Background: an optimization exercise with open tools, aiming at small area. Do not read the settings as production practice.
Where RTL was checked, it was by simulation tests only, not by an equivalence proof against the original.
Only the layout flow was run in runs 1 to 3; the RTL was not checked for function there.
Power figures rest on the tool's default switching activity, not on a simulated workload.

==> flow/design.v <==
`timescale 1ns / 1ps
module butterfly_full(
    input clk,
    input rstn,
    input CE,
    input [31:0] x0_re_i,
    input [31:0] x0_im_i,
    input [31:0] x1_re_i,
    input [31:0] x1_im_i,
    input [9:0] w_re_i,
    input [9:0] w_im_i,
    output reg [31:0] X0_re_o,
    output reg [31:0] X0_im_o,
    output reg [31:0] X1_re_o,
    output reg [31:0] X1_im_o
    );
function automatic [33:0] rca32;    
    input [31:0] a;
    input [31:0] b;
    input        cin;
    integer i;
    reg c;
    reg [31:0] s;
    reg c31;
    begin
        c = cin;
        c31 = 1'b0;
        for (i = 0; i < 32; i = i + 1) begin
            s[i] = a[i] ^ b[i] ^ c;
            if (i == 31) c31 = c;
            c = (a[i] & b[i]) | (c & (a[i] ^ b[i]));
        end
        rca32 = {c31, c, s};
    end
endfunction
reg [1:0] ph;
always @(posedge clk or negedge rstn) begin
    if (!rstn) ph <= 2'd0;
    else       ph <= ph + 2'd1;
end
wire [31:0] mx = ph[0] ? x1_im_i : x1_re_i;
wire [9:0]  mw = (ph[0] ^ ph[1]) ? w_im_i : w_re_i;
wire        flip = (ph == 2'd1);           
wire        w_m512 = (mw == 10'h200);      
wire [10:0] wb = {mw, 1'b0};
reg  [4:0]  b_neg, b_one, b_two;
integer k;
always @* begin
    for (k = 0; k < 5; k = k + 1) begin
        b_one[k] = wb[2*k+1] ^ wb[2*k];
        b_two[k] = (wb[2*k+2] & ~wb[2*k+1] & ~wb[2*k]) | (~wb[2*k+2] & wb[2*k+1] & wb[2*k]);
        b_neg[k] = wb[2*k+2];
    end
    b_neg[4] = wb[10] & ~w_m512;
    b_neg = b_neg ^ {5{flip}};
end
wire [31:0] mx1 = {mx[30:0], 1'b0};
wire [31:0] pp0 = ((mx & {32{b_one[0]}}) | (mx1 & {32{b_two[0]}})) ^ {32{b_neg[0]}};
wire [31:0] pp1 = (((mx & {32{b_one[1]}}) | (mx1 & {32{b_two[1]}})) ^ {32{b_neg[1]}}) << 2;
wire [31:0] pp2 = (((mx & {32{b_one[2]}}) | (mx1 & {32{b_two[2]}})) ^ {32{b_neg[2]}}) << 4;
wire [31:0] pp3 = (((mx & {32{b_one[3]}}) | (mx1 & {32{b_two[3]}})) ^ {32{b_neg[3]}}) << 6;
wire [31:0] pp4 = (((mx & {32{b_one[4]}}) | (mx1 & {32{b_two[4]}})) ^ {32{b_neg[4]}}) << 8;
wire [4:0] lsb = b_one & {5{mx[0]}};
wire [4:0] crb = b_neg & ~lsb;
wire lsb0 = lsb[0], lsb1 = lsb[1], lsb2 = lsb[2], lsb3 = lsb[3], lsb4 = lsb[4];
wire cr0 = crb[0], cr1 = crb[1], cr2 = crb[2], cr3 = crb[3], cr4 = crb[4];
wire mt_s0 = pp0[1] ^ cr0;
wire mt_c0 = pp0[1] & cr0;
wire mt_s1 = lsb1 ^ pp0[2] ^ mt_c0;
wire mt_c1 = (lsb1 & pp0[2]) | (mt_c0 & (lsb1 ^ pp0[2]));
wire mt_s2 = pp0[3] ^ pp1[3] ^ cr1;
wire mt_c2 = (pp0[3] & pp1[3]) | (cr1 & (pp0[3] ^ pp1[3]));
wire mt_s3 = mt_s2 ^ mt_c1;
wire mt_c3 = mt_s2 & mt_c1;
wire mt_s4 = lsb2 ^ pp0[4] ^ pp1[4];
wire mt_c4 = (lsb2 & pp0[4]) | (pp1[4] & (lsb2 ^ pp0[4]));
wire mt_s5 = mt_s4 ^ mt_c2 ^ mt_c3;
wire mt_c5 = (mt_s4 & mt_c2) | (mt_c3 & (mt_s4 ^ mt_c2));
wire mt_s6 = pp0[5] ^ pp1[5] ^ pp2[5];
wire mt_c6 = (pp0[5] & pp1[5]) | (pp2[5] & (pp0[5] ^ pp1[5]));
wire mt_s7 = cr2 ^ mt_c4 ^ mt_s6;
wire mt_c7 = (cr2 & mt_c4) | (mt_s6 & (cr2 ^ mt_c4));
wire mt_s8 = mt_s7 ^ mt_c5;
wire mt_c8 = mt_s7 & mt_c5;
wire mt_s9 = lsb3 ^ pp0[6] ^ pp1[6];
wire mt_c9 = (lsb3 & pp0[6]) | (pp1[6] & (lsb3 ^ pp0[6]));
wire mt_s10 = pp2[6] ^ mt_c6 ^ mt_s9;
wire mt_c10 = (pp2[6] & mt_c6) | (mt_s9 & (pp2[6] ^ mt_c6));
wire mt_s11 = mt_c7 ^ mt_s10 ^ mt_c8;
wire mt_c11 = (mt_c7 & mt_s10) | (mt_c8 & (mt_c7 ^ mt_s10));
wire mt_s12 = pp0[7] ^ pp1[7] ^ pp2[7];
wire mt_c12 = (pp0[7] & pp1[7]) | (pp2[7] & (pp0[7] ^ pp1[7]));
wire mt_s13 = pp3[7] ^ cr3 ^ mt_c9;
wire mt_c13 = (pp3[7] & cr3) | (mt_c9 & (pp3[7] ^ cr3));
wire mt_s14 = mt_s12 ^ mt_c10 ^ mt_s13;
wire mt_c14 = (mt_s12 & mt_c10) | (mt_s13 & (mt_s12 ^ mt_c10));
wire mt_s15 = mt_s14 ^ mt_c11;
wire mt_c15 = mt_s14 & mt_c11;
wire mt_s16 = lsb4 ^ pp0[8] ^ pp1[8];
wire mt_c16 = (lsb4 & pp0[8]) | (pp1[8] & (lsb4 ^ pp0[8]));
wire mt_s17 = pp2[8] ^ pp3[8] ^ mt_c12;
wire mt_c17 = (pp2[8] & pp3[8]) | (mt_c12 & (pp2[8] ^ pp3[8]));
wire mt_s18 = mt_s16 ^ mt_c13 ^ mt_s17;
wire mt_c18 = (mt_s16 & mt_c13) | (mt_s17 & (mt_s16 ^ mt_c13));
wire mt_s19 = mt_c14 ^ mt_s18 ^ mt_c15;
wire mt_c19 = (mt_c14 & mt_s18) | (mt_c15 & (mt_c14 ^ mt_s18));
wire mt_s20 = pp0[9] ^ pp1[9] ^ pp2[9];
wire mt_c20 = (pp0[9] & pp1[9]) | (pp2[9] & (pp0[9] ^ pp1[9]));
wire mt_s21 = pp3[9] ^ pp4[9] ^ cr4;
wire mt_c21 = (pp3[9] & pp4[9]) | (cr4 & (pp3[9] ^ pp4[9]));
wire mt_s22 = mt_c16 ^ mt_s20 ^ mt_s21;
wire mt_c22 = (mt_c16 & mt_s20) | (mt_s21 & (mt_c16 ^ mt_s20));
wire mt_s23 = mt_c17 ^ mt_s22 ^ mt_c18;
wire mt_c23 = (mt_c17 & mt_s22) | (mt_c18 & (mt_c17 ^ mt_s22));
wire mt_s24 = mt_s23 ^ mt_c19;
wire mt_c24 = mt_s23 & mt_c19;
wire mt_s25 = pp0[10] ^ pp1[10] ^ pp2[10];
wire mt_c25 = (pp0[10] & pp1[10]) | (pp2[10] & (pp0[10] ^ pp1[10]));
wire mt_s26 = pp3[10] ^ pp4[10] ^ mt_c20;
wire mt_c26 = (pp3[10] & pp4[10]) | (mt_c20 & (pp3[10] ^ pp4[10]));
wire mt_s27 = mt_s25 ^ mt_c21 ^ mt_s26;
wire mt_c27 = (mt_s25 & mt_c21) | (mt_s26 & (mt_s25 ^ mt_c21));
wire mt_s28 = mt_c22 ^ mt_s27 ^ mt_c23;
wire mt_c28 = (mt_c22 & mt_s27) | (mt_c23 & (mt_c22 ^ mt_s27));
wire mt_s29 = mt_s28 ^ mt_c24;
wire mt_c29 = mt_s28 & mt_c24;
wire mt_s30 = pp0[11] ^ pp1[11] ^ pp2[11];
wire mt_c30 = (pp0[11] & pp1[11]) | (pp2[11] & (pp0[11] ^ pp1[11]));
wire mt_s31 = pp3[11] ^ pp4[11] ^ mt_c25;
wire mt_c31 = (pp3[11] & pp4[11]) | (mt_c25 & (pp3[11] ^ pp4[11]));
wire mt_s32 = mt_s30 ^ mt_c26 ^ mt_s31;
wire mt_c32 = (mt_s30 & mt_c26) | (mt_s31 & (mt_s30 ^ mt_c26));
wire mt_s33 = mt_c27 ^ mt_s32 ^ mt_c28;
wire mt_c33 = (mt_c27 & mt_s32) | (mt_c28 & (mt_c27 ^ mt_s32));
wire mt_s34 = mt_s33 ^ mt_c29;
wire mt_c34 = mt_s33 & mt_c29;
wire mt_s35 = pp0[12] ^ pp1[12] ^ pp2[12];
wire mt_c35 = (pp0[12] & pp1[12]) | (pp2[12] & (pp0[12] ^ pp1[12]));
wire mt_s36 = pp3[12] ^ pp4[12] ^ mt_c30;
wire mt_c36 = (pp3[12] & pp4[12]) | (mt_c30 & (pp3[12] ^ pp4[12]));
wire mt_s37 = mt_s35 ^ mt_c31 ^ mt_s36;
wire mt_c37 = (mt_s35 & mt_c31) | (mt_s36 & (mt_s35 ^ mt_c31));
wire mt_s38 = mt_c32 ^ mt_s37 ^ mt_c33;
wire mt_c38 = (mt_c32 & mt_s37) | (mt_c33 & (mt_c32 ^ mt_s37));
wire mt_s39 = mt_s38 ^ mt_c34;
wire mt_c39 = mt_s38 & mt_c34;
wire mt_s40 = pp0[13] ^ pp1[13] ^ pp2[13];
wire mt_c40 = (pp0[13] & pp1[13]) | (pp2[13] & (pp0[13] ^ pp1[13]));
wire mt_s41 = pp3[13] ^ pp4[13] ^ mt_c35;
wire mt_c41 = (pp3[13] & pp4[13]) | (mt_c35 & (pp3[13] ^ pp4[13]));
wire mt_s42 = mt_s40 ^ mt_c36 ^ mt_s41;
wire mt_c42 = (mt_s40 & mt_c36) | (mt_s41 & (mt_s40 ^ mt_c36));
wire mt_s43 = mt_c37 ^ mt_s42 ^ mt_c38;
wire mt_c43 = (mt_c37 & mt_s42) | (mt_c38 & (mt_c37 ^ mt_s42));
wire mt_s44 = mt_s43 ^ mt_c39;
wire mt_c44 = mt_s43 & mt_c39;
wire mt_s45 = pp0[14] ^ pp1[14] ^ pp2[14];
wire mt_c45 = (pp0[14] & pp1[14]) | (pp2[14] & (pp0[14] ^ pp1[14]));
wire mt_s46 = pp3[14] ^ pp4[14] ^ mt_c40;
wire mt_c46 = (pp3[14] & pp4[14]) | (mt_c40 & (pp3[14] ^ pp4[14]));
wire mt_s47 = mt_s45 ^ mt_c41 ^ mt_s46;
wire mt_c47 = (mt_s45 & mt_c41) | (mt_s46 & (mt_s45 ^ mt_c41));
wire mt_s48 = mt_c42 ^ mt_s47 ^ mt_c43;
wire mt_c48 = (mt_c42 & mt_s47) | (mt_c43 & (mt_c42 ^ mt_s47));
wire mt_s49 = mt_s48 ^ mt_c44;
wire mt_c49 = mt_s48 & mt_c44;
wire mt_s50 = pp0[15] ^ pp1[15] ^ pp2[15];
wire mt_c50 = (pp0[15] & pp1[15]) | (pp2[15] & (pp0[15] ^ pp1[15]));
wire mt_s51 = pp3[15] ^ pp4[15] ^ mt_c45;
wire mt_c51 = (pp3[15] & pp4[15]) | (mt_c45 & (pp3[15] ^ pp4[15]));
wire mt_s52 = mt_s50 ^ mt_c46 ^ mt_s51;
wire mt_c52 = (mt_s50 & mt_c46) | (mt_s51 & (mt_s50 ^ mt_c46));
wire mt_s53 = mt_c47 ^ mt_s52 ^ mt_c48;
wire mt_c53 = (mt_c47 & mt_s52) | (mt_c48 & (mt_c47 ^ mt_s52));
wire mt_s54 = mt_s53 ^ mt_c49;
wire mt_c54 = mt_s53 & mt_c49;
wire mt_s55 = pp0[16] ^ pp1[16] ^ pp2[16];
wire mt_c55 = (pp0[16] & pp1[16]) | (pp2[16] & (pp0[16] ^ pp1[16]));
wire mt_s56 = pp3[16] ^ pp4[16] ^ mt_c50;
wire mt_c56 = (pp3[16] & pp4[16]) | (mt_c50 & (pp3[16] ^ pp4[16]));
wire mt_s57 = mt_s55 ^ mt_c51 ^ mt_s56;
wire mt_c57 = (mt_s55 & mt_c51) | (mt_s56 & (mt_s55 ^ mt_c51));
wire mt_s58 = mt_c52 ^ mt_s57 ^ mt_c53;
wire mt_c58 = (mt_c52 & mt_s57) | (mt_c53 & (mt_c52 ^ mt_s57));
wire mt_s59 = mt_s58 ^ mt_c54;
wire mt_c59 = mt_s58 & mt_c54;
wire mt_s60 = pp0[17] ^ pp1[17] ^ pp2[17];
wire mt_c60 = (pp0[17] & pp1[17]) | (pp2[17] & (pp0[17] ^ pp1[17]));
wire mt_s61 = pp3[17] ^ pp4[17] ^ mt_c55;
wire mt_c61 = (pp3[17] & pp4[17]) | (mt_c55 & (pp3[17] ^ pp4[17]));
wire mt_s62 = mt_s60 ^ mt_c56 ^ mt_s61;
wire mt_c62 = (mt_s60 & mt_c56) | (mt_s61 & (mt_s60 ^ mt_c56));
wire mt_s63 = mt_c57 ^ mt_s62 ^ mt_c58;
wire mt_c63 = (mt_c57 & mt_s62) | (mt_c58 & (mt_c57 ^ mt_s62));
wire mt_s64 = mt_c59 ^ mt_s63;
wire mt_c64 = mt_c59 & mt_s63;
wire mt_s65 = pp0[18] ^ pp1[18] ^ pp2[18];
wire mt_c65 = (pp0[18] & pp1[18]) | (pp2[18] & (pp0[18] ^ pp1[18]));
wire mt_s66 = pp3[18] ^ pp4[18] ^ mt_c60;
wire mt_c66 = (pp3[18] & pp4[18]) | (mt_c60 & (pp3[18] ^ pp4[18]));
wire mt_s67 = mt_s65 ^ mt_c61 ^ mt_s66;
wire mt_c67 = (mt_s65 & mt_c61) | (mt_s66 & (mt_s65 ^ mt_c61));
wire mt_s68 = mt_c62 ^ mt_s67 ^ mt_c63;
wire mt_c68 = (mt_c62 & mt_s67) | (mt_c63 & (mt_c62 ^ mt_s67));
wire mt_s69 = mt_c64 ^ mt_s68;
wire mt_c69 = mt_c64 & mt_s68;
wire mt_s70 = pp0[19] ^ pp1[19] ^ pp2[19];
wire mt_c70 = (pp0[19] & pp1[19]) | (pp2[19] & (pp0[19] ^ pp1[19]));
wire mt_s71 = pp3[19] ^ pp4[19] ^ mt_c65;
wire mt_c71 = (pp3[19] & pp4[19]) | (mt_c65 & (pp3[19] ^ pp4[19]));
wire mt_s72 = mt_s70 ^ mt_c66 ^ mt_s71;
wire mt_c72 = (mt_s70 & mt_c66) | (mt_s71 & (mt_s70 ^ mt_c66));
wire mt_s73 = mt_c67 ^ mt_s72 ^ mt_c68;
wire mt_c73 = (mt_c67 & mt_s72) | (mt_c68 & (mt_c67 ^ mt_s72));
wire mt_s74 = mt_c69 ^ mt_s73;
wire mt_c74 = mt_c69 & mt_s73;
wire mt_s75 = pp0[20] ^ pp1[20] ^ pp2[20];
wire mt_c75 = (pp0[20] & pp1[20]) | (pp2[20] & (pp0[20] ^ pp1[20]));
wire mt_s76 = pp3[20] ^ pp4[20] ^ mt_c70;
wire mt_c76 = (pp3[20] & pp4[20]) | (mt_c70 & (pp3[20] ^ pp4[20]));
wire mt_s77 = mt_s75 ^ mt_c71 ^ mt_s76;
wire mt_c77 = (mt_s75 & mt_c71) | (mt_s76 & (mt_s75 ^ mt_c71));
wire mt_s78 = mt_c72 ^ mt_s77 ^ mt_c73;
wire mt_c78 = (mt_c72 & mt_s77) | (mt_c73 & (mt_c72 ^ mt_s77));
wire mt_s79 = mt_c74 ^ mt_s78;
wire mt_c79 = mt_c74 & mt_s78;
wire mt_s80 = pp0[21] ^ pp1[21] ^ pp2[21];
wire mt_c80 = (pp0[21] & pp1[21]) | (pp2[21] & (pp0[21] ^ pp1[21]));
wire mt_s81 = pp3[21] ^ pp4[21] ^ mt_c75;
wire mt_c81 = (pp3[21] & pp4[21]) | (mt_c75 & (pp3[21] ^ pp4[21]));
wire mt_s82 = mt_s80 ^ mt_c76 ^ mt_s81;
wire mt_c82 = (mt_s80 & mt_c76) | (mt_s81 & (mt_s80 ^ mt_c76));
wire mt_s83 = mt_c77 ^ mt_s82 ^ mt_c78;
wire mt_c83 = (mt_c77 & mt_s82) | (mt_c78 & (mt_c77 ^ mt_s82));
wire mt_s84 = mt_c79 ^ mt_s83;
wire mt_c84 = mt_c79 & mt_s83;
wire mt_s85 = pp0[22] ^ pp1[22] ^ pp2[22];
wire mt_c85 = (pp0[22] & pp1[22]) | (pp2[22] & (pp0[22] ^ pp1[22]));
wire mt_s86 = pp3[22] ^ pp4[22] ^ mt_c80;
wire mt_c86 = (pp3[22] & pp4[22]) | (mt_c80 & (pp3[22] ^ pp4[22]));
wire mt_s87 = mt_s85 ^ mt_c81 ^ mt_s86;
wire mt_c87 = (mt_s85 & mt_c81) | (mt_s86 & (mt_s85 ^ mt_c81));
wire mt_s88 = mt_c82 ^ mt_s87 ^ mt_c83;
wire mt_c88 = (mt_c82 & mt_s87) | (mt_c83 & (mt_c82 ^ mt_s87));
wire mt_s89 = mt_c84 ^ mt_s88;
wire mt_c89 = mt_c84 & mt_s88;
wire mt_s90 = pp0[23] ^ pp1[23] ^ pp2[23];
wire mt_c90 = (pp0[23] & pp1[23]) | (pp2[23] & (pp0[23] ^ pp1[23]));
wire mt_s91 = pp3[23] ^ pp4[23] ^ mt_c85;
wire mt_c91 = (pp3[23] & pp4[23]) | (mt_c85 & (pp3[23] ^ pp4[23]));
wire mt_s92 = mt_s90 ^ mt_c86 ^ mt_s91;
wire mt_c92 = (mt_s90 & mt_c86) | (mt_s91 & (mt_s90 ^ mt_c86));
wire mt_s93 = mt_c87 ^ mt_s92 ^ mt_c88;
wire mt_c93 = (mt_c87 & mt_s92) | (mt_c88 & (mt_c87 ^ mt_s92));
wire mt_s94 = mt_c89 ^ mt_s93;
wire mt_c94 = mt_c89 & mt_s93;
wire mt_s95 = pp0[24] ^ pp1[24] ^ pp2[24];
wire mt_c95 = (pp0[24] & pp1[24]) | (pp2[24] & (pp0[24] ^ pp1[24]));
wire mt_s96 = pp3[24] ^ pp4[24] ^ mt_c90;
wire mt_c96 = (pp3[24] & pp4[24]) | (mt_c90 & (pp3[24] ^ pp4[24]));
wire mt_s97 = mt_s95 ^ mt_c91 ^ mt_s96;
wire mt_c97 = (mt_s95 & mt_c91) | (mt_s96 & (mt_s95 ^ mt_c91));
wire mt_s98 = mt_c92 ^ mt_s97 ^ mt_c93;
wire mt_c98 = (mt_c92 & mt_s97) | (mt_c93 & (mt_c92 ^ mt_s97));
wire mt_s99 = mt_c94 ^ mt_s98;
wire mt_c99 = mt_c94 & mt_s98;
wire mt_s100 = pp0[25] ^ pp1[25] ^ pp2[25];
wire mt_c100 = (pp0[25] & pp1[25]) | (pp2[25] & (pp0[25] ^ pp1[25]));
wire mt_s101 = pp3[25] ^ pp4[25] ^ mt_c95;
wire mt_c101 = (pp3[25] & pp4[25]) | (mt_c95 & (pp3[25] ^ pp4[25]));
wire mt_s102 = mt_s100 ^ mt_c96 ^ mt_s101;
wire mt_c102 = (mt_s100 & mt_c96) | (mt_s101 & (mt_s100 ^ mt_c96));
wire mt_s103 = mt_c97 ^ mt_s102 ^ mt_c98;
wire mt_c103 = (mt_c97 & mt_s102) | (mt_c98 & (mt_c97 ^ mt_s102));
wire mt_s104 = mt_c99 ^ mt_s103;
wire mt_c104 = mt_c99 & mt_s103;
wire mt_s105 = pp0[26] ^ pp1[26] ^ pp2[26];
wire mt_c105 = (pp0[26] & pp1[26]) | (pp2[26] & (pp0[26] ^ pp1[26]));
wire mt_s106 = pp3[26] ^ pp4[26] ^ mt_c100;
wire mt_c106 = (pp3[26] & pp4[26]) | (mt_c100 & (pp3[26] ^ pp4[26]));
wire mt_s107 = mt_s105 ^ mt_c101 ^ mt_s106;
wire mt_c107 = (mt_s105 & mt_c101) | (mt_s106 & (mt_s105 ^ mt_c101));
wire mt_s108 = mt_c102 ^ mt_s107 ^ mt_c103;
wire mt_c108 = (mt_c102 & mt_s107) | (mt_c103 & (mt_c102 ^ mt_s107));
wire mt_s109 = mt_c104 ^ mt_s108;
wire mt_c109 = mt_c104 & mt_s108;
wire mt_s110 = pp0[27] ^ pp1[27] ^ pp2[27];
wire mt_c110 = (pp0[27] & pp1[27]) | (pp2[27] & (pp0[27] ^ pp1[27]));
wire mt_s111 = pp3[27] ^ pp4[27] ^ mt_c105;
wire mt_c111 = (pp3[27] & pp4[27]) | (mt_c105 & (pp3[27] ^ pp4[27]));
wire mt_s112 = mt_s110 ^ mt_c106 ^ mt_s111;
wire mt_c112 = (mt_s110 & mt_c106) | (mt_s111 & (mt_s110 ^ mt_c106));
wire mt_s113 = mt_c107 ^ mt_s112 ^ mt_c108;
wire mt_c113 = (mt_c107 & mt_s112) | (mt_c108 & (mt_c107 ^ mt_s112));
wire mt_s114 = mt_c109 ^ mt_s113;
wire mt_c114 = mt_c109 & mt_s113;
wire mt_s115 = pp0[28] ^ pp1[28] ^ pp2[28];
wire mt_c115 = (pp0[28] & pp1[28]) | (pp2[28] & (pp0[28] ^ pp1[28]));
wire mt_s116 = pp3[28] ^ pp4[28] ^ mt_c110;
wire mt_c116 = (pp3[28] & pp4[28]) | (mt_c110 & (pp3[28] ^ pp4[28]));
wire mt_s117 = mt_s115 ^ mt_c111 ^ mt_s116;
wire mt_c117 = (mt_s115 & mt_c111) | (mt_s116 & (mt_s115 ^ mt_c111));
wire mt_s118 = mt_c112 ^ mt_s117 ^ mt_c113;
wire mt_c118 = (mt_c112 & mt_s117) | (mt_c113 & (mt_c112 ^ mt_s117));
wire mt_s119 = mt_c114 ^ mt_s118;
wire mt_c119 = mt_c114 & mt_s118;
wire mt_s120 = pp0[29] ^ pp1[29] ^ pp2[29];
wire mt_c120 = (pp0[29] & pp1[29]) | (pp2[29] & (pp0[29] ^ pp1[29]));
wire mt_s121 = pp3[29] ^ pp4[29] ^ mt_c115;
wire mt_c121 = (pp3[29] & pp4[29]) | (mt_c115 & (pp3[29] ^ pp4[29]));
wire mt_s122 = mt_s120 ^ mt_c116 ^ mt_s121;
wire mt_c122 = (mt_s120 & mt_c116) | (mt_s121 & (mt_s120 ^ mt_c116));
wire mt_s123 = mt_c117 ^ mt_s122 ^ mt_c118;
wire mt_c123 = (mt_c117 & mt_s122) | (mt_c118 & (mt_c117 ^ mt_s122));
wire mt_s124 = mt_c119 ^ mt_s123;
wire mt_c124 = mt_c119 & mt_s123;
wire mt_s125 = pp0[30] ^ pp1[30] ^ pp2[30];
wire mt_c125 = (pp0[30] & pp1[30]) | (pp2[30] & (pp0[30] ^ pp1[30]));
wire mt_s126 = pp3[30] ^ pp4[30] ^ mt_c120;
wire mt_c126 = (pp3[30] & pp4[30]) | (mt_c120 & (pp3[30] ^ pp4[30]));
wire mt_s127 = mt_s125 ^ mt_c121 ^ mt_s126;
wire mt_c127 = (mt_s125 & mt_c121) | (mt_s126 & (mt_s125 ^ mt_c121));
wire mt_s128 = mt_c122 ^ mt_s127 ^ mt_c123;
wire mt_c128 = (mt_c122 & mt_s127) | (mt_c123 & (mt_c122 ^ mt_s127));
wire mt_s129 = mt_c124 ^ mt_s128;
wire mt_c129 = mt_c124 & mt_s128;
wire mt_s130 = pp0[31] ^ pp1[31] ^ pp2[31];
wire mt_s131 = pp3[31] ^ pp4[31] ^ mt_c125;
wire mt_s132 = mt_s130 ^ mt_c126 ^ mt_s131;
wire mt_s133 = mt_c127 ^ mt_s132 ^ mt_c128;
wire mt_s134 = mt_c129 ^ mt_s133;
wire [31:0] prod = {mt_s134, mt_s129, mt_s124, mt_s119, mt_s114, mt_s109, mt_s104, mt_s99, mt_s94, mt_s89, mt_s84, mt_s79, mt_s74, mt_s69, mt_s64, mt_s59, mt_s54, mt_s49, mt_s44, mt_s39, mt_s34, mt_s29, mt_s24, mt_s19, mt_s15, mt_s11, mt_s8, mt_s5, mt_s3, mt_s1, mt_s0, lsb0};
reg [31:0] pa, pb;    
always @(posedge clk) begin
    pa <= prod;
    pb <= pa;
end
wire        zim  = ~ph[1];
wire [33:0] zres = rca32(pb, pa, 1'b0);
wire [31:0] zr   = zres[31:0];
wire        ii_nonneg = pa[31] & (|pa[30:0]);
wire        sat_neg = pb[31] & pa[31] & ~zr[31] & (zim | ii_nonneg);
wire        sat_pos = zim & ~pb[31] & ~pa[31] & zr[31];
wire        sat = sat_neg | sat_pos;
wire [23:0] zq = sat ? {~zr[31], {23{zr[31]}}} : zr[31:8];
wire        zrnd = zr[31] & (|zr[7:0]) & ~sat_pos;
reg [23:0] zs_re, zs_im;
reg        rn_re, rn_im;
always @(posedge clk) begin
    if (ph == 2'd2) begin
        zs_re <= zq;
        rn_re <= zrnd;
    end
    if (ph == 2'd0) begin
        zs_im <= zq;
        rn_im <= zrnd;
    end
end
wire [31:0] zre32 = {{8{zs_re[23]}}, zs_re};
wire [31:0] zim32 = {{8{zs_im[23]}}, zs_im};
wire [33:0] a0r = rca32(x0_re_i,  zre32,  rn_re);
wire [33:0] a0i = rca32(x0_im_i,  zim32,  rn_im);
wire [33:0] a1r_n = rca32(~x0_re_i, zre32, rn_re);
wire [33:0] a1i_n = rca32(~x0_im_i, zim32, rn_im);
wire [33:0] a1r = {a1r_n[33:32], ~a1r_n[31:0]};
wire [33:0] a1i = {a1i_n[33:32], ~a1i_n[31:0]};
wire v0r = a0r[33] ^ a0r[32];
wire v0i = a0i[33] ^ a0i[32];
wire v1r = (a1r[33] ^ a1r[32]) & x0_re_i[31];
wire v1i = (a1i[33] ^ a1i[32]) & x0_im_i[31];
wire [31:0] X0_re = v0r ? {x0_re_i[31], {31{~x0_re_i[31]}}} : a0r[31:0];
wire [31:0] X0_im = v0i ? {x0_im_i[31], {31{~x0_im_i[31]}}} : a0i[31:0];
wire [31:0] X1_re = v1r ? 32'h80000000 : a1r[31:0];
wire [31:0] X1_im = v1i ? 32'h80000000 : a1i[31:0];
always @(posedge clk or negedge rstn) begin
    if (!rstn) begin
        X0_re_o <= 32'd0;
        X0_im_o <= 32'd0;
        X1_re_o <= 32'd0;
        X1_im_o <= 32'd0;
    end
    else if (CE) begin
        X0_re_o <= X0_re;
        X0_im_o <= X0_im;
        X1_re_o <= X1_re;
        X1_im_o <= X1_im;
    end
end
endmodule
==> flow/flow/run.sh <==
#!/bin/bash
# The standard layout, with the smallest buffer cell for the port buffers.
set -euo pipefail
bash standard.sh BUFFER_PORTS_ARGS="-buffer_cell sky130_fd_sc_hd__buf_1" finish > standard_flow.log 2>&1
==> flow/standard.sh <==
#!/bin/bash
# synth_recipe.tcl (not shown) runs the flow's synth.tcl, then flattens the netlist and writes it again
# the make line also repeats each setting of config.mk as NAME=value (left out here)
make -C /OpenROAD-flow-scripts/flow DESIGN_CONFIG=/design/flow/config.mk WORK_HOME=/design/flow/orfs CLKGATE_MAP_FILE= SYNTH_SCRIPT=/design/flow/synth_recipe.tcl "${@:-finish}"
==> flow/config.mk <==
export PLATFORM = sky130hd
export DESIGN_NAME = butterfly_full
export DESIGN_NICKNAME = butterfly_full
export VERILOG_FILES = /design/flow/design.v
export SDC_FILE = /design/flow/constraint.sdc
export NUM_CORES = 4
export LEC_CHECK = 0
export CAP_MARGIN = 20
export CORE_MARGIN = 2
export CORE_UTILIZATION = 60
export CTS_BUF_LIST = sky130_fd_sc_hd__clkbuf_16
export CTS_CLUSTER_DIAMETER = 80
export CTS_CLUSTER_SIZE = 25
export PLACE_DENSITY = 0.75
export SLEW_MARGIN = 20
==> flow/constraint.sdc <==
create_clock -name core_clock -period 16.0 [get_ports {clk}]
set_input_delay 3.2000 -clock core_clock [delete_from_list [all_inputs] [get_ports {clk}]]
set_output_delay 3.2000 -clock core_clock [all_outputs]
set_load 0.01 [all_outputs]
==> reports/qor.yml, run 1 <==
route:
  postRouteAntennaNets: 0
  drc: 0
  wl_um: 44610
  vias: 13150
  post_drt_wl_per_cell_um: 19.24
  drt_iter0_drc: 1083
  via_per_inst: 5.672
  drtPass1Iterations: 7
global_routing:
  grt_max_degree: 117
  antenna_found_initial: 1
  grt_pass1_wl_um: 71230
  grt_pass1_vias: 13630
  grt_usage_pct: 28.55
  grt.overflow.total: 0
synthesis:
  netlist_instances: 1622
  synth_nets: 2068
  synth_top_family_by_area: "adder cells"
  synth_area_leaders: "fa_1 29%, dfrtp_1 18%, edfxtp_1 8.2%"
  synthMuxAreaShare_pct: 3.146
  synthXorXnorAreaFrac_pct: 9.177
  ys_seq_area_share_pct: 33.14
  synth_simple_gate_area_share_pct: 3.180
  synthAdderAreaFrac_pct: 31.14
  synth_seq_cells: 244
  avgSynthCellArea_sq_um: 11.23
  synth.top_cell.area_share_pct: 29.01
  synth_compound_area_share_pct: 13.20
  syn_area_sq_um: 18210
  synth_largest_area_cell: "fa_1"
  synth_warnings: 1
  synthDistinctLibCells: 46
layout:
  syn2layout_area_growth_pct: 15.54
  nets: 2369
  num_antenna_cells: 0
  drive_above_1_share_pct: 14.41
  final_util_pct: 70.63
timing:
  slew-limit-headroom_pct: 32.19
  fmax_mhz: 63.61
  worst_pin_slew_ns: 1.017
  post-route-min-period_ns: 15.72
  drv_slew: 0
  setup_violations: 0
  fin_setup_tns_ns: 0
  hold_ws_ns: 0.3813
  fin_ws_ns: 0.2787
  hold_viol: 0
  fin_crit_sh_pct: 98.26
  finalClockSkew_ns: 0.02010
power_and_ir_drop:
  power_density_nw_per_um2: 165.6
  total_power_mw: 3.484
  pwr-share-comb_pct: 58.8
  pwr-share-seq_pct: 31.3
  ir_worst_vdd_mv: 0.08591
  swShare_pct: 42.55
  leakagePower_nw: 8.652
  p_switching_mw: 1.482
  pwr-share-clk_pct: 9.9
  intPower_mw: 2.002
setup_path:
  r2r_end: "pa[31]"
  critPathMaxStageDelay_ns: 0.44
  r2r-start: "ph[1]"
  worstSetupPathType: "input port to register"
  r2r_slack_ns: 1.79
  critPathCaptureType: "register"
  critPathSlowestCell: "fa_1"
  reg2reg_depth: 40
  critPathArrivalTime_ns: 16.06
  worstPathMaxFanout: 14
  critPathLaunchType: "input port"
  path_common_cell: "fa_2"
  cp.required_ns: 16.34
clock_tree:
  cts-root-buf: "clkbuf_16"
  numCtsBuffers: 13
  cts.clk_slew.worst_paths_ns: 0.10
  hold_buffers: 0
  clk-insertion-delay-late_ns: 0.48
  htree_levels: 1
  clk_path_buf_depth: 3
  clock_sinks: 244
  cts_tree: "built"
die:
  die-area_sq_um: 31770
  die_w_um: 178.2
  rows: 63
  die_height_um: 178.2
  io_pins: 279
  floorplan.core_area_sq_um: 29800
  start_util_pct: 61.13
placement:
  io_buffers: 278
  pre_cts_ws_ns: -0.9885
  dp_hpwl_um: 34680
  gp_congestion: 0.9142
worst_hold_path:
  hp-class: "register to register"
  hold_depth: 0
  holdPathEnd: "pb[29]"
  min_from: "pa[29]"
run:
  cap_violations: 0
run_status:
  status: "complete, no violations"
[worst max-delay path by stage]
stage,start,to,cells past startpoint
6_report,x0_re_i[0],X0_re_o[4],40
5_1_grt,x0_re_i[0],X1_re_o[25],43
4_1_cts,x0_im_i[0],X1_im_o[3],43
3_5_place_dp,x0_im_i[0],X1_im_o[3],43
3_3_place_gp,x0_im_i[0],X0_im_o[0],40
2_1_floorplan,w_re_i[3],pa[31],39
[repair_timing]
action,CTS,global route
pin swaps,5,15
hold endpoints to repair,0,0
gates resized for setup,29,54
cloned,1,0
setup buffers,6,2
endpoints found under the setup margin,121,127
[area by class of cell]
cell class | count | area (sq um)
Inverter | 240 | 900.9
Fill cell | 2204 | 8751
Clock inverter | 8 | 40.04
Tap cell | 390 | 488.0
Sequential cell | 244 | 6036
Multi-Input combinational cell | 1045 | 11340
Timing Repair Buffer | 379 | 1912
Clock buffer | 13 | 325.3
[synthesized netlist by cell type, drive strengths merged]
cell type,n
o21ai,163
a22o,1
nand3,6
o22ai,7
dfxtp,64
o22a,2
fa,264
a21boi,1
and3,2
xnor3,2
a221oi,1
mux2i,15
nor3,7
dfrtp,130
nor4,9
clkbuf,76
a211oi,3
nor2,17
nand2,75
a21oi,20
nand2b,2
a31oi,1
o211ai,56
edfxtp,50
xnor2,73
nor2b,4
buf,18
a311oi,1
mux2,35
xor2,111
or3,1
and2,6
ha,31
o21a,22
nand4,3
inv,240
a22oi,102
o31ai,1
[layer usage]
metal  vias up  GRT usage (%)  wire [um]  part of all wire (%)
met5         -              0          9                 0.020
met4         2          7.791       1247                   2.8
met3        82          2.664       2726                   6.1
met2       537          51.24      23100                    52
met1      6635          37.32      17530                    39
li1       5898              -          -                     -
[cells in the final DEF, fill, tap and decap left out, types with 3 or more instances in the layout]
master     count
buf_1        276
inv_1        246
fa_1         168
o21ai_0      154
dfrtp_1      130
xor2_1       108
a22oi_1      100
fa_2          96
buf_4         91
nand2_1       72
xnor2_1       68
dfxtp_1       64
o211ai_1      56
edfxtp_1      50
mux2_2        35
ha_1          28
o21a_1        22
a21oi_1       20
nor2_1        15
clkbuf_16     13
mux2i_1       10
nor4_1         9
nor3_1         7
o22ai_1        7
o21ai_1        7
buf_12         7
nand3_1        6
nor2b_1        4
and2_1         4
buf_6          4
nand4_1        3
a211oi_1       3
mux2i_4        3
xnor2_2        3
ha_2           3
[cells by family (layout without fill, tap and decap cells)]
group	count (synthesis)	in the layout
AO/OA/AOI/OAI	381	381
buffers and inverters	334	640
adder cells (fa/ha/maj)	295	295
flip-flops	244	244
XOR/XNOR	186	186
AND/OR/NAND/NOR	132	133
multiplexers	50	50
[per-stage QoR]
stage	cells	area [sq um]
floorplan	1622	18480
global placement	2290	20380
detailed placement	2290	20380
CTS	2318	20890
global route	2319	21050
finish	2319	21050
[power groups by stage]
stage                     combinational (mW)  sequential [mW]  clock [mW]
after floorplan                         1.36             1.10           0
after global placement                  1.91             1.10           0
after detailed placement                2.00             1.11           0
after CTS                               2.04             1.09       0.350
after global routing                    2.37             1.12       0.374
final                                   2.05             1.09       0.346
[worst max-delay path: cells and delay by family]
kind            cells  cell delay [ns]
fa+ha+maj          32            11.80
xor+xnor            1             0.17
buf+inv             4             0.39
compound gates      2             0.34
simple gates        1             0.15
[state kept, by name, indices dropped and copies added (netlist names)]
signal / count
X1_im_o: 32
rn_re: 1
X1_re_o: 32
pb: 32
X0_im_o: 32
X0_re_o: 32
rn_im: 1
zs_re: 24
ph: 2
pa: 32
zs_im: 24
==> inputs of run 2 (changes only) <==
--- a/flow/config.mk
+++ b/flow/config.mk
@@ -9,7 +9,7 @@
 export CORE_MARGIN = 2
 export CORE_UTILIZATION = 60
-export CTS_BUF_LIST = sky130_fd_sc_hd__clkbuf_16
-export CTS_CLUSTER_DIAMETER = 80
-export CTS_CLUSTER_SIZE = 25
+export CTS_BUF_LIST = sky130_fd_sc_hd__clkbuf_8
+export CTS_CLUSTER_DIAMETER = 60
+export CTS_CLUSTER_SIZE = 16
 export PLACE_DENSITY = 0.75
 export SLEW_MARGIN = 20
==> run 2 against run 1 <==
Effect of this change: clock power shrank 3%; register-to-register slack is essentially flat; cell count grew 0.34%; synthesized cell count is the same; critical path type unchanged; critical endpoint is now X0_re_o[9].
==> reports/qor.yml, run 2 <==
run_status:
  status: "complete, no violations"
layout:
  nets: 2372  # +0.13%
  final_util_pct: 70.53  # -0.097 points
  drive_above_1_share_pct: 14.46  # +0.044 points
  layout_common_cells: "276 x buf_1, 250 x inv_1, 171 x fa_1"
  num_antenna_cells: 0  # unchanged
  syn2layout_area_growth_pct: 15.38
  final_cells: 2327  # +0.34%
  final_common_cell: "buf_1"
setup_path:
  path_common_cell: "fa_2"
  worstPathMaxFanout: 20  # +6
  cp.required_ns: 16.38  # +0.04 ns
  worstSetupPathType: "input port to register"
  r2r_slack_ns: 1.79  # about the same
  reg2reg_depth: 40  # unchanged
  critPathLaunchType: "input port"
  critPathMaxStageDelay_ns: 0.45  # about the same
  r2r_end: "pa[31]"
  critPathSlowestCell: "fa_2"
  r2r-start: "ph[1]"
  critPathCaptureType: "register"
  critPathArrivalTime_ns: 16.08  # +0.02 ns
clock_tree:
  htree_levels: 1  # unchanged
  clock_sinks: 244  # unchanged
  clk-insertion-delay-late_ns: 0.54  # +0.06 ns
  cts-root-buf: "clkbuf_8"
  clk_path_buf_depth: 3  # unchanged
  numCtsBuffers: 19  # +6
  cts.clk_slew.worst_paths_ns: 0.11  # about the same
  cts_tree: "built"
die:
  rows: 63  # unchanged
  die-area_sq_um: 31770  # unchanged
  die_height_um: 178.2  # unchanged
  floorplan.core_area_sq_um: 29800  # unchanged
  io_pins: 279  # unchanged
  die_w_um: 178.2  # unchanged
  start_util_pct: 61.13  # unchanged
synthesis:
  synth_seq_cells: 244  # unchanged
  synth_area_leaders: "fa_1 29%, dfrtp_1 18%, edfxtp_1 8.2%"
  netlist_instances: 1622  # unchanged
  synth_warnings: 1  # unchanged
  synth.top_cell.area_share_pct: 29.01  # unchanged
  avgSynthCellArea_sq_um: 11.23  # unchanged
  synthDistinctLibCells: 46  # unchanged
  yosysMostFrequentCell: "fa_1"
  synth_flop_cell: "dfrtp_1"
  synth_edf_count: 50  # unchanged
  ys_seq_area_share_pct: 33.14  # unchanged
  synth_largest_area_cell: "fa_1"
  syn_area_sq_um: 18210  # unchanged
  synth_nets: 2068  # unchanged
  synth_common_cells: "264 x fa_1, 240 x inv_1, 161 x o21ai_0, 130 x dfrtp_1, 110 x xor2_1"
  synthArstFlopShare_pct: 53.28  # unchanged
timing:
  fin_ws_ns: 0.2985  # +0.01985 ns
  drv_slew: 0  # unchanged
  worst_pin_slew_ns: 1.013  # -0.004189 ns
  post-route-min-period_ns: 15.70  # -0.01985 ns
  fmax_mhz: 63.69  # +0.13%
  fin_crit_sh_pct: 98.13  # -0.12 points
  hold_viol: 0  # unchanged
  slew-limit-headroom_pct: 32.47  # +0.28 points
  finalClockSkew_ns: 0.02438  # +0.004276 ns
  setup_violations: 0  # unchanged
  rsz0062_at_grt: "no"
route:
  postRouteAntennaNets: 0  # unchanged
  post_drt_wl_per_cell_um: 18.93  # -1.6%
  wl_um: 44040  # -1.3%
  vias: 13180  # +0.16%
  drc: 0  # unchanged
  drtPass1Iterations: 5  # -2
  via_per_inst: 5.662  # -0.18%
  drt_iter0_drc: 965  # -11%
run:
  cap_violations: 0  # unchanged
worst_hold_path:
  min_from: "pa[18]"
  hp-class: "register to register"
  hold_depth: 0  # unchanged
  holdPathEnd: "pb[18]"
placement:
  dp.cells: 2290  # unchanged
  gp_congestion: 0.9142  # unchanged
  io_buffers: 278  # unchanged
  pre_cts_ws_ns: -0.9885  # unchanged
  dp_hpwl_um: 34680  # unchanged
global_routing:
  antenna_found_initial: 1  # unchanged
  grt_pass1_vias: 13610  # -0.17%
  grt.overflow.total: 0  # unchanged
  grt_max_degree: 117  # unchanged
  grt_pass1_wl_um: 70840  # -0.55%
  grt_usage_pct: 28.36  # -0.19 points
power_and_ir_drop:
  leakagePower_nw: 8.656  # about the same
  power_density_nw_per_um2: 164.6  # -0.58%
  ir_worst_vdd_mv: 0.07567  # -12%
[run 2: cell types whose count changed in the layout (fill, tap and decap cells not counted), moves of 3 or more]
| cell | delta |
|---|---|
| fa_1 | +3 |
| buf_4 | -3 |
| clkbuf_8 | +20 |
| inv_1 | +4 |
| fa_2 | -3 |
| o21ai_0 | +3 |
| clkbuf_16 | -13 |
| o21ai_1 | -3 |
[run 2: timing repair]
action                                  4_1_cts  5_1_grt
hold buffers                                  0        0
setup buffers                                 3        1
resized for setup                            23       55
endpoints found under the setup margin      120      127
gates cloned                                  1        0
pin swaps                                     4       11
[run 2: worst max-delay path by stage]
| stage | start | to | cells past startpoint |
|---|---|---|---|
| after floorplan | w_re_i[3] | pa[31] | 39 |
| after global placement | x0_im_i[0] | X0_im_o[0] | 40 |
| after detailed placement | x0_im_i[0] | X1_im_o[3] | 43 |
| after CTS | x0_re_i[0] | X0_re_o[21] | 40 |
| after global routing | x0_im_i[0] | X0_im_o[22] | 40 |
| final | x0_re_i[0] | X0_re_o[9] | 40 |
[run 2: cells by family (layout without fill, tap and decap cells)]
logic type / after synthesis / count (layout) / share of synthesized area (%)
AOI/OAI and AO/OA: 381 / 381 / 13.20
buffers and inverters: 334 / 648 / 7.020
adders and majority gates: 295 / 295 / 31.14
DFF: 244 / 244 / 33.14
xor gates and xnor gates: 186 / 186 / 9.177
and+or+nand+nor: 132 / 133 / 3.180
muxes: 50 / 50 / 3.146
[run 2: metal layers]
metal	share of wire (%)	global-route usage, %	wire length [um]
met3	6.3	3.495	2774
met1	40	36.92	17540
met5	0.025	0	11
met4	2.5	7.283	1094
met2	51	50.66	22620
[run 2: where the power goes]
group | internal (mW) | switching [mW] | leakage (nW)
Sequential | 0.939 | 0.151 | 2.58
Combinational | 0.908 | 1.13 | 5.86
Clock | 0.133 | 0.201 | 0.215
[run 2: cell type report]
cell class | count | area (sq um)
flip-flops and latches | 244 | 6036
repair buffers | 376 | 1886
fillers | 2210 | 8780
inverters | 240 | 900.9
well taps | 390 | 488.0
multi-input cells | 1045 | 11350
clock inverters | 12 | 76.32
clock buffers | 20 | 275.3
[run 2: critical path, delay by kind of cell]
| kind | cells | cell delay (ns) |
|---|---|---|
| AOI/OAI and AO/OA | 2 | 0.30 |
| adders and majority gates | 32 | 11.83 |
| buffers and inverters | 5 | 0.56 |
| xor gates and xnor gates | 1 | 0.17 |
[run 2: through the flow]
| step | instance area [sq um] | hold slack, ns | total power, mW | TNS, ns |
|---|---|---|---|---|
| 5_1_grt | 21020 | 0.3873 | 3.844 | 0 |
| 3_3_place_gp | 20380 | 0.3746 | 3.008 | -76.41 |
| 6_report | 21020 | 0.3755 | 3.459 | 0 |
| 2_1_floorplan | 18480 | 0.3511 | 2.460 | -0.009099 |
| 4_1_cts | 20840 | 0.3809 | 3.469 | 0 |
| 3_5_place_dp | 20380 | 0.3715 | 3.109 | -97.76 |
==> inputs of run 3 (changes only) <==
--- a/flow/design.v
+++ b/flow/design.v
@@ -331,18 +331,25 @@
 wire mt_s134 = mt_c129 ^ mt_s133;
 wire [31:0] prod = {mt_s134, mt_s129, mt_s124, mt_s119, mt_s114, mt_s109, mt_s104, mt_s99, mt_s94, mt_s89, mt_s84, mt_s79, mt_s74, mt_s69, mt_s64, mt_s59, mt_s54, mt_s49, mt_s44, mt_s39, mt_s34, mt_s29, mt_s24, mt_s19, mt_s15, mt_s11, mt_s8, mt_s5, mt_s3, mt_s1, mt_s0, lsb0};
-reg [31:0] pa, pb;    
+reg [31:0] pa;
+reg [23:0] pb_hi;
+reg        zlo_c, zlo_nz;
+wire [33:0] zlo_r = rca32({24'd0, pa[7:0]}, {24'd0, prod[7:0]}, 1'b0);
+wire [8:0] zlo = zlo_r[8:0];
 always @(posedge clk) begin
-    pa <= prod;
-    pb <= pa;
+    pa     <= prod;
+    pb_hi  <= pa[31:8];
+    zlo_c  <= zlo[8];
+    zlo_nz <= |zlo[7:0];
 end
 wire        zim  = ~ph[1];
-wire [33:0] zres = rca32(pb, pa, 1'b0);
-wire [31:0] zr   = zres[31:0];
+wire [23:0] zr;                       
+wire [33:0] zr_r = rca32({8'd0, pb_hi}, {8'd0, pa[31:8]}, zlo_c);
+assign zr = zr_r[23:0];
 wire        ii_nonneg = pa[31] & (|pa[30:0]);
-wire        sat_neg = pb[31] & pa[31] & ~zr[31] & (zim | ii_nonneg);
-wire        sat_pos = zim & ~pb[31] & ~pa[31] & zr[31];
+wire        sat_neg = pb_hi[23] & pa[31] & ~zr[23] & (zim | ii_nonneg);
+wire        sat_pos = zim & ~pb_hi[23] & ~pa[31] & zr[23];
 wire        sat = sat_neg | sat_pos;
-wire [23:0] zq = sat ? {~zr[31], {23{zr[31]}}} : zr[31:8];
-wire        zrnd = zr[31] & (|zr[7:0]) & ~sat_pos;
+wire [23:0] zq = sat ? {~zr[23], {23{zr[23]}}} : zr;
+wire        zrnd = zr[23] & zlo_nz & ~sat_pos;
 reg [23:0] zs_re, zs_im;
 reg        rn_re, rn_im;
==> run 3 against run 2 <==
Effect of this change: utilization is 0.53 points lower; total power is 0.75% lower; still clean on timing, DRC and antenna; worst setup slack better by 0.068 ns; non-clock buffer count is 7 higher; maximum frequency is 0.44% higher; worst hold slack better by 0.0053 ns; cell count is 1.2% higher; highest routed layer is now met4; largest power group unchanged.
==> reports/qor.yml, run 3 <==
run_status:
  status: "complete, no violations"
setup_path:
  crit_start: "x0_im_i[0]"
  path_common_cell: "fa_2"
  r2r_slack_ns: 1.94  # +0.15 ns
  critPathMaxStageDelay_ns: 0.43  # -0.02 ns
  critPathLaunchType: "input port"
  worstPathMaxFanout: 6  # -70%
  cp.required_ns: 16.35  # -0.03 ns
  endpoint: "X0_im_o[7]"
  r2r_end: "pa[31]"
  critPathArrivalTime_ns: 15.99  # -0.09 ns
  worstSetupPathType: "input port to register"
  critPathCaptureType: "register"
  critPathSlowestCell: "fa_1"
  reg2reg_depth: 40  # unchanged
  r2r-start: "ph[0]"
synthesis:
  netlist_instances: 1639  # +1.0%
  synthDistinctLibCells: 46  # unchanged
  yosysMostFrequentCell: "fa_1"
  synth_nets: 2085  # +0.82%
  avgSynthCellArea_sq_um: 11.03  # -1.8%
  syn_area_sq_um: 18070  # -0.79%
  synthArstFlopShare_pct: 54.62  # +1.3 points
  synth_largest_area_cell: "fa_1"
  synth_common_cells: "264 x fa_1, 221 x inv_1, 144 x o21ai_0, 130 x dfrtp_1, 123 x nand2_1"
  synth_flop_cell: "dfrtp_1"
  synth_area_leaders: "fa_1 29%, dfrtp_1 18%, edfxtp_1 8.3%"
  synth.top_cell.area_share_pct: 29.25  # +0.23 points
  ys_seq_area_share_pct: 32.74  # -0.40 points
  synth_edf_count: 50  # unchanged
  synth_seq_cells: 238  # -2.5%
  synth_warnings: 1  # unchanged
die:
  floorplan.core_area_sq_um: 29640  # -0.53%
  die-area_sq_um: 31520  # -0.77%
  start_util_pct: 60.97  # -0.16 points
  die_w_um: 177.5  # -0.39%
  die_height_um: 177.5  # -0.39%
  rows: 63  # unchanged
  io_pins: 279  # unchanged
timing:
  hold_viol: 0  # unchanged
  drv_slew: 0  # unchanged
  fmax_mhz: 63.97  # +0.44%
  setup_violations: 0  # unchanged
  worst_pin_slew_ns: 1.075  # +0.06184 ns
  fin_ws_ns: 0.3667  # +0.06823 ns
  fin_setup_tns_ns: 0  # unchanged
  slew-limit-headroom_pct: 28.34  # -4.1 points
  post-route-min-period_ns: 15.63  # -0.06823 ns
  fin_crit_sh_pct: 97.71  # -0.43 points
  finalClockSkew_ns: 0.02791  # +0.003534 ns
clock_tree:
  htree_levels: 1  # unchanged
  numCtsBuffers: 18  # -1
  cts.clk_slew.worst_paths_ns: 0.11  # about the same
  clk-insertion-delay-late_ns: 0.54  # about the same
  clk_path_buf_depth: 3  # unchanged
  clock_sinks: 238  # -2.5%
  cts-root-buf: "clkbuf_8"
  cts_tree: "built"
  hold_buffers: 0  # unchanged
placement:
  gp_congestion: 0.8876  # -2.9%
  dp_hpwl_um: 33530  # -3.3%
  pre_cts_ws_ns: -0.7081  # +0.2805 ns
  place_area_sq_um: 20210  # -0.87%
  dp.cells: 2317  # +1.2%
  io_buffers: 278  # unchanged
layout:
  final_common_cell: "buf_1"
  nets: 2399  # +1.1%
  drive_above_1_share_pct: 13.45  # -1.0 points
  syn2layout_area_growth_pct: 14.82
  fillers: 2162  # -2.2%
  final_cells: 2354  # +1.2%
  layout.area.seq_sq_um: 5916  # -2.0%
  layout_common_cells: "276 x buf_1, 231 x inv_1, 186 x fa_1"
  finalInstanceArea_sq_um: 20750  # -1.3%
  multiInputGateArea_sq_um: 11320  # -0.34%
route:
  vias: 13100  # -0.58%
  drt_iter0_drc: 1001  # +3.7%
  postRouteAntennaNets: 0  # unchanged
  drc: 0  # unchanged
  wl_um: 42570  # -3.3%
  post_drt_wl_per_cell_um: 18.08  # -4.5%
  drtPass1Iterations: 5  # unchanged
  via_per_inst: 5.565  # -1.7%
global_routing:
  grt_pass1_wl_um: 68560  # -3.2%
  grt_pass1_vias: 13540  # -0.50%
  grt_usage_pct: 27.59  # -0.77 points
  grt_max_degree: 121  # +3.4%
  antenna_found_initial: 0  # -1
  grt.overflow.total: 0  # unchanged
worst_hold_path:
  hp-class: "register to register"
power_and_ir_drop:
  total_power_mw: 3.433  # -0.75%
  leakagePower_nw: 8.690  # +0.39%
  power_density_nw_per_um2: 165.5  # +0.53%
  ir_worst_vdd_mv: 0.08456  # +12%
run:
  cap_violations: 0  # unchanged
-- run 3: worst min-delay path by stage --
stage / depth (start not counted) / start / endpoint / slack (ns)
2_1_floorplan: 0 / pa[8] / pb_hi[0] / 0.35
4_1_cts: 0 / pa[12] / pb_hi[4] / 0.39
3_3_place_gp: 0 / pa[8] / pb_hi[0] / 0.38
6_report: 0 / pa[12] / pb_hi[4] / 0.38
3_5_place_dp: 0 / pa[8] / pb_hi[0] / 0.38
5_1_grt: 0 / pa[8] / pb_hi[0] / 0.40
-- run 3: power by group --
part | total [mW] | internal, mW | switching, mW
sequential | 1.07 | 0.918 | 0.150
clock | 0.308 | 0.115 | 0.192
combinational | 2.06 | 0.871 | 1.19
-- run 3: logic make-up (layout without fill, tap and decap cells) --
kind of cell	Yosys count	count (layout)	share of synthesized area [%]
AOI/OAI and AO/OA	357	357	12.02
buffers and inverters	312	634	6.626
adders and majority gates	295	295	31.39
DFF	238	238	32.74
and+or+nand+nor	200	202	4.736
xor gates and xnor gates	187	187	9.423
muxes	50	50	3.067
other	0	1	0
-- run 3: what timing repair did --
action                     in CTS  in global routing
setup endpoints to repair     105                127
pin swaps                       4                  8
gates cloned                    2                  0
buffers inserted                3                  1
resized for setup              15                 43
-- run 3: layout make-up --
cell class	count	share of cell area [%]
flip-flops and latches	238	28.51
clock inverters	10	0.1809
clock buffers	20	1.327
repair buffers	383	9.082
well taps	390	2.352
multi-input cells	1091	54.54
diodes	1	0.01206
inverters	221	3.998
-- run 3: worst max-delay path, delay by kind of cell --
family | cells | cell delay, ns
xor+xnor | 1 | 0.15
buf+inv | 6 | 0.70
fa+ha+maj | 32 | 11.59
simple gates | 1 | 0.08
compound gates | 2 | 0.27
-- run 3: per-layer routing --
layer | track usage, % | up-vias | share of wire (%)
met2 | 48.92 | 537 | 51
met3 | 2.913 | 88 | 6.0
met5 | 0 | - | 0
met1 | 35.66 | 6507 | 40
li1 | - | 5967 | -
met4 | 8.948 | 0 | 3.0
-- run 3: through the flow --
stage	hold WS, ns	util (%)
6_report	0.3808	70.01
5_1_grt	0.3979	70.00
4_1_cts	0.3915	69.59
3_5_place_dp	0.3789	68.17
3_3_place_gp	0.3762	68.17
2_1_floorplan	0.3509	-
==> inputs of run 4 (changes only) <==
--- a/flow/design.v
+++ b/flow/design.v
@@ -364,20 +364,44 @@
     end
 end
-wire [31:0] zre32 = {{8{zs_re[23]}}, zs_re};
-wire [31:0] zim32 = {{8{zs_im[23]}}, zs_im};
-wire [33:0] a0r = rca32(x0_re_i,  zre32,  rn_re);
-wire [33:0] a0i = rca32(x0_im_i,  zim32,  rn_im);
-wire [33:0] a1r_n = rca32(~x0_re_i, zre32, rn_re);
-wire [33:0] a1i_n = rca32(~x0_im_i, zim32, rn_im);
-wire [33:0] a1r = {a1r_n[33:32], ~a1r_n[31:0]};
-wire [33:0] a1i = {a1i_n[33:32], ~a1i_n[31:0]};
-wire v0r = a0r[33] ^ a0r[32];
-wire v0i = a0i[33] ^ a0i[32];
-wire v1r = (a1r[33] ^ a1r[32]) & x0_re_i[31];
-wire v1i = (a1i[33] ^ a1i[32]) & x0_im_i[31];
-wire [31:0] X0_re = v0r ? {x0_re_i[31], {31{~x0_re_i[31]}}} : a0r[31:0];
-wire [31:0] X0_im = v0i ? {x0_im_i[31], {31{~x0_im_i[31]}}} : a0i[31:0];
-wire [31:0] X1_re = v1r ? 32'h80000000 : a1r[31:0];
-wire [31:0] X1_im = v1i ? 32'h80000000 : a1i[31:0];
+function automatic [32:0] add_sx;
+    input [31:0] x;
+    input [22:0] y;
+    input        ys;
+    input        cin;
+    reg [33:0] lo;
+    reg        c23, all1, all0, c;
+    reg [31:0] r;
+    integer i;
+    begin
+        lo = rca32({9'd0, x[22:0]}, {9'd0, y}, cin);
+        c23 = lo[23];
+        r = lo[31:0];
+        all1 = 1'b1;
+        all0 = 1'b1;
+        for (i = 23; i < 32; i = i + 1) begin
+            c = ys ? (c23 | ~all0) : (c23 & all1);
+            r[i] = x[i] ^ ys ^ c;
+            all1 = all1 & x[i];
+            all0 = all0 & ~x[i];
+        end
+        add_sx = {c23, r};
+    end
+endfunction
+wire [32:0] a0r = add_sx(x0_re_i,  zs_re[22:0],  zs_re[23],  rn_re);
+wire [32:0] a0i = add_sx(x0_im_i,  zs_im[22:0],  zs_im[23],  rn_im);
+wire [32:0] a1r = add_sx(x0_re_i, ~zs_re[22:0], ~zs_re[23], ~rn_re);
+wire [32:0] a1i = add_sx(x0_im_i, ~zs_im[22:0], ~zs_im[23], ~rn_im);
+wire re_hi1 = &x0_re_i[30:23], re_hi0 = ~|x0_re_i[30:23];
+wire im_hi1 = &x0_im_i[30:23], im_hi0 = ~|x0_im_i[30:23];
+wire p0r = ~zs_re[23] & ~x0_re_i[31] & re_hi1 &  a0r[32];
+wire n0r =  zs_re[23] &  x0_re_i[31] & re_hi0 & ~a0r[32];
+wire p0i = ~zs_im[23] & ~x0_im_i[31] & im_hi1 &  a0i[32];
+wire n0i =  zs_im[23] &  x0_im_i[31] & im_hi0 & ~a0i[32];
+wire n1r = ~zs_re[23] & x0_re_i[31] & re_hi0 & ~a1r[32];
+wire n1i = ~zs_im[23] & x0_im_i[31] & im_hi0 & ~a1i[32];
+wire [31:0] X0_re = p0r ? 32'h7fffffff : n0r ? 32'h80000000 : a0r[31:0];
+wire [31:0] X0_im = p0i ? 32'h7fffffff : n0i ? 32'h80000000 : a0i[31:0];
+wire [31:0] X1_re = n1r ? 32'h80000000 : a1r[31:0];
+wire [31:0] X1_im = n1i ? 32'h80000000 : a1i[31:0];
 always @(posedge clk or negedge rstn) begin
     if (!rstn) begin
--- a/flow/config.mk
+++ b/flow/config.mk
@@ -6,5 +6,5 @@
 export NUM_CORES = 4
 export LEC_CHECK = 0
-export CAP_MARGIN = 20
+export CAP_MARGIN = 0
 export CORE_MARGIN = 2
 export CORE_UTILIZATION = 60
@@ -13,3 +13,3 @@
 export CTS_CLUSTER_SIZE = 16
 export PLACE_DENSITY = 0.75
-export SLEW_MARGIN = 20
+export SLEW_MARGIN = 0
==> run 4 against run 3 <==
Effect of this change: sequential power down 5%; via count is 3.1% higher; cell count is 0.76% higher; cell area decreased by 2.8%; largest power group unchanged; clock skew is 0.0060 ns lower; utilization fell by 3.5 points.
==> reports/qor.yml, run 4 <==
power_and_ir_drop:
  power_density_nw_per_um2: 157.5  # -4.8%
  total_power_mw: 3.179  # -7.4%
  leakagePower_nw: 8.522  # -1.9%
  ir_worst_vdd_mv: 0.09836  # +16%
route:
  postRouteAntennaNets: 0  # unchanged
  drt_iter0_drc: 1157  # +16%
  post_drt_wl_per_cell_um: 18.84  # +4.2%
  via_per_inst: 5.693  # +2.3%
  drtPass1Iterations: 6  # +1
  drc: 0  # unchanged
  wl_um: 44700  # +5.0%
  vias: 13500  # +3.1%
layout:
  final_util_pct: 66.48  # -3.5 points
  finalInstanceArea_sq_um: 20180  # -2.8%
  final_cells: 2372  # +0.76%
  layout_common_cells: "276 x buf_1, 232 x inv_1, 227 x fa_1"
  drive_above_1_share_pct: 6.231  # -7.2 points
  syn2layout_area_growth_pct: 10.02
  nets: 2378  # -0.88%
  final_common_cell: "buf_1"
synthesis:
  synth_flop_cell: "dfrtp_1"
  synth_largest_area_cell: "fa_1"
  synthDistinctLibCells: 64  # +39%
  synth_warnings: 1  # unchanged
  yosysMostFrequentCell: "fa_1"
  synth_common_cells: "228 x fa_1, 220 x inv_1, 130 x dfrtp_1, 125 x xor2_1, 120 x nand2_1"
  synth_area_leaders: "fa_1 25%, dfrtp_1 18%, edfxtp_1 8.2%"
  ys_seq_area_share_pct: 32.26  # -0.48 points
  netlist_instances: 1718  # +4.8%
  avgSynthCellArea_sq_um: 10.68  # -3.2%
  synth_edf_count: 50  # unchanged
  synth_nets: 2134  # +2.4%
  synthArstFlopShare_pct: 54.62  # unchanged
  synth.top_cell.area_share_pct: 24.89  # -4.4 points
  synth_seq_cells: 238  # unchanged
  syn_area_sq_um: 18340  # +1.5%
placement:
  place_area_sq_um: 19830  # -1.9%
  dp_hpwl_um: 34630  # +3.3%
  pre_cts_ws_ns: -0.04119  # +0.6669 ns
  dp.cells: 2336  # +0.82%
  io_buffers: 278  # unchanged
  gp_congestion: 0.9474  # +6.7%
timing:
  fin_crit_sh_pct: 97.15  # -0.55 points
  worst_pin_slew_ns: 1.198  # +0.1235 ns
  fin_ws_ns: 0.4554  # +0.08868 ns
  fin_setup_tns_ns: 0  # unchanged
  finalClockSkew_ns: 0.02187  # -0.006038 ns
  fmax_mhz: 64.33  # +0.57%
  drv_slew: 0  # unchanged
  slew-limit-headroom_pct: 19.64  # -8.7 points
  post-route-min-period_ns: 15.54  # -0.08868 ns
  hold_ws_ns: 0.3874  # +0.006560 ns
  rsz0062_at_grt: "no"
  setup_violations: 0  # unchanged
  hold_viol: 0  # unchanged
clock_tree:
  cts-root-buf: "clkbuf_8"
  cts.clk_slew.worst_paths_ns: 0.10  # about the same
  cts_tree: "built"
  clk_path_buf_depth: 3  # unchanged
  clock_sinks: 238  # unchanged
  clk-insertion-delay-late_ns: 0.52  # -0.02 ns
  numCtsBuffers: 18  # unchanged
  hold_buffers: 0  # unchanged
  htree_levels: 1  # unchanged
setup_path:
  cp.required_ns: 16.39  # +0.04 ns
  crit_start: "w_im_i[4]"
  reg2reg_depth: 40  # unchanged
  critPathSlowestCell: "fa_1"
  critPathCaptureType: "register"
  critPathArrivalTime_ns: 15.94  # -0.05 ns
  r2r_end: "pa[31]"
  path_common_cell: "fa_1"
  critPathLaunchType: "input port"
  r2r_slack_ns: 1.60  # -0.34 ns
  worstSetupPathType: "input port to register"
  critPathMaxStageDelay_ns: 0.49  # +0.06 ns
  r2r-start: "ph[1]"
  worstPathMaxFanout: 4  # -2
  endpoint: "pa[31]"
global_routing:
  grt_usage_pct: 28.12  # +0.53 points
  grt_max_degree: 84  # -31%
  grt.overflow.total: 0  # unchanged
  antenna_found_initial: 3  # +3
  gr-usage-met1_pct: 36.94  # +1.3 points
  grt_pass1_vias: 13590  # +0.37%
  met2_usage_pct: 48.62  # -0.30 points
  grt.busiest_layer: "met2"
  grtUsageMet3_pct: 3.096  # +0.18 points
  grt_pass1_wl_um: 70360  # +2.6%
die:
  io_pins: 279  # unchanged
  start_util_pct: 60.43  # -0.54 points
  die_w_um: 178.8  # +0.73%
  die-area_sq_um: 31980  # +1.5%
  floorplan.core_area_sq_um: 30350  # +2.4%
  die_height_um: 178.8  # +0.73%
  rows: 64  # +1.6%
run_status:
  status: "complete, no violations"
worst_hold_path:
  hold_depth: 0  # unchanged
  hp-class: "register to register"
run:
  cap_violations: 0  # unchanged
run 4: worst min path at each step:
stage | slack [ns] | endpoint | from
floorplan | 0.35 | pb_hi[0] | pa[8]
CTS | 0.39 | pb_hi[0] | pa[8]
finish | 0.39 | pb_hi[0] | pa[8]
global route | 0.39 | pb_hi[0] | pa[8]
detailed placement | 0.38 | pb_hi[0] | pa[8]
global placement | 0.37 | pb_hi[0] | pa[8]
run 4: critical path: cells and delay by family:
kind	cells	cell delay (ns)
AOI/OAI and AO/OA	2	0.27
xor gates and xnor gates	7	1.43
adders and majority gates	26	10.44
buffers and inverters	2	0.12
muxes	1	0.32
and+or+nand+nor	1	0.16
run 4: metal layers:
metal / share of wire [%] / up-vias
met5: 0.029 / -
met1: 40 / 6664
li1: - / 6152
met4: 3.4 / 2
met3: 6.6 / 101
met2: 49 / 585
run 4: cells by family (layout without fill, tap and decap cells):
family	count (synthesis)	in the layout	share of synthesized area (%)
compound gates	344	344	12.59
xor+xnor	219	219	10.75
fa+ha+maj	265	265	27.41
buf+inv	324	580	7.040
flops	238	238	32.26
mux	51	51	3.125
other cells	0	2	0
simple gates	277	277	6.822
run 4: layout make-up:
cell class / instances / area (sq um)
Antenna cell: 2 / 5.005
Clock buffer: 19 / 261.5
Clock inverter: 13 / 48.80
Fill cell: 2434 / 10170
Inverter: 221 / 829.5
Multi-Input combinational cell: 1156 / 11200
Sequential cell: 238 / 5916
Tap cell: 396 / 495.5
Timing Repair Buffer: 327 / 1423
run 4: report_power, final:
| part | switching, mW | internal, mW | leakage (nW) |
|---|---|---|---|
| clock | 0.191 | 0.111 | 0.202 |
| combinational | 1.09 | 0.772 | 5.87 |
| sequential | 0.114 | 0.905 | 2.45 |
run 4: timing repair:
| item | CTS | global route |
|---|---|---|
| endpoints found under the setup margin | 0 | 1 |
| gates resized for setup | 0 | 3 |
| buffers inserted | 0 | 1 |

## re-timing with driven ports
Ports are ideal in the flow. The routed layouts listed here were re-timed in OpenROAD.
Step 1, drivers: a clkbuf_16 drives clk and a buf_2 each remaining input, both assumed.
Step 2 adds t to the input delays and takes it off the output delays; t is the mean of the earliest and latest rising clock arrival at the registers after step 1. Input paths then give back, and output paths get back, about the clock's delay inside the block.
Slacks: no drivers / after step 1 / after step 2; pairs: no drivers / after step 1.
run | t, ns | setup slack, ns | worst register clock-pin slew, ns | worst slew at a driven data input, ns | cell pins on the clock port's net
run 1 | 0.520 | 0.279 / 0.301 / -0.218 | 0.11 / 0.11 | 0.11 | 1
run 2 | 0.565 | 0.299 / 0.317 / -0.248 | 0.11 / 0.11 | 0.11 | 1
run 3 | 0.565 | 0.367 / 0.379 / -0.186 | 0.11 / 0.11 | 0.09 | 1
run 4 | 0.555 | 0.455 / 0.470 / -0.085 | 0.11 / 0.11 | 0.09 | 1
Met with ideal ports but missed after step 2: setup timing in every run listed. The setup slack of run 3, which loses most, moves by +0.012 ns with the drivers and by -0.553 ns with both steps.
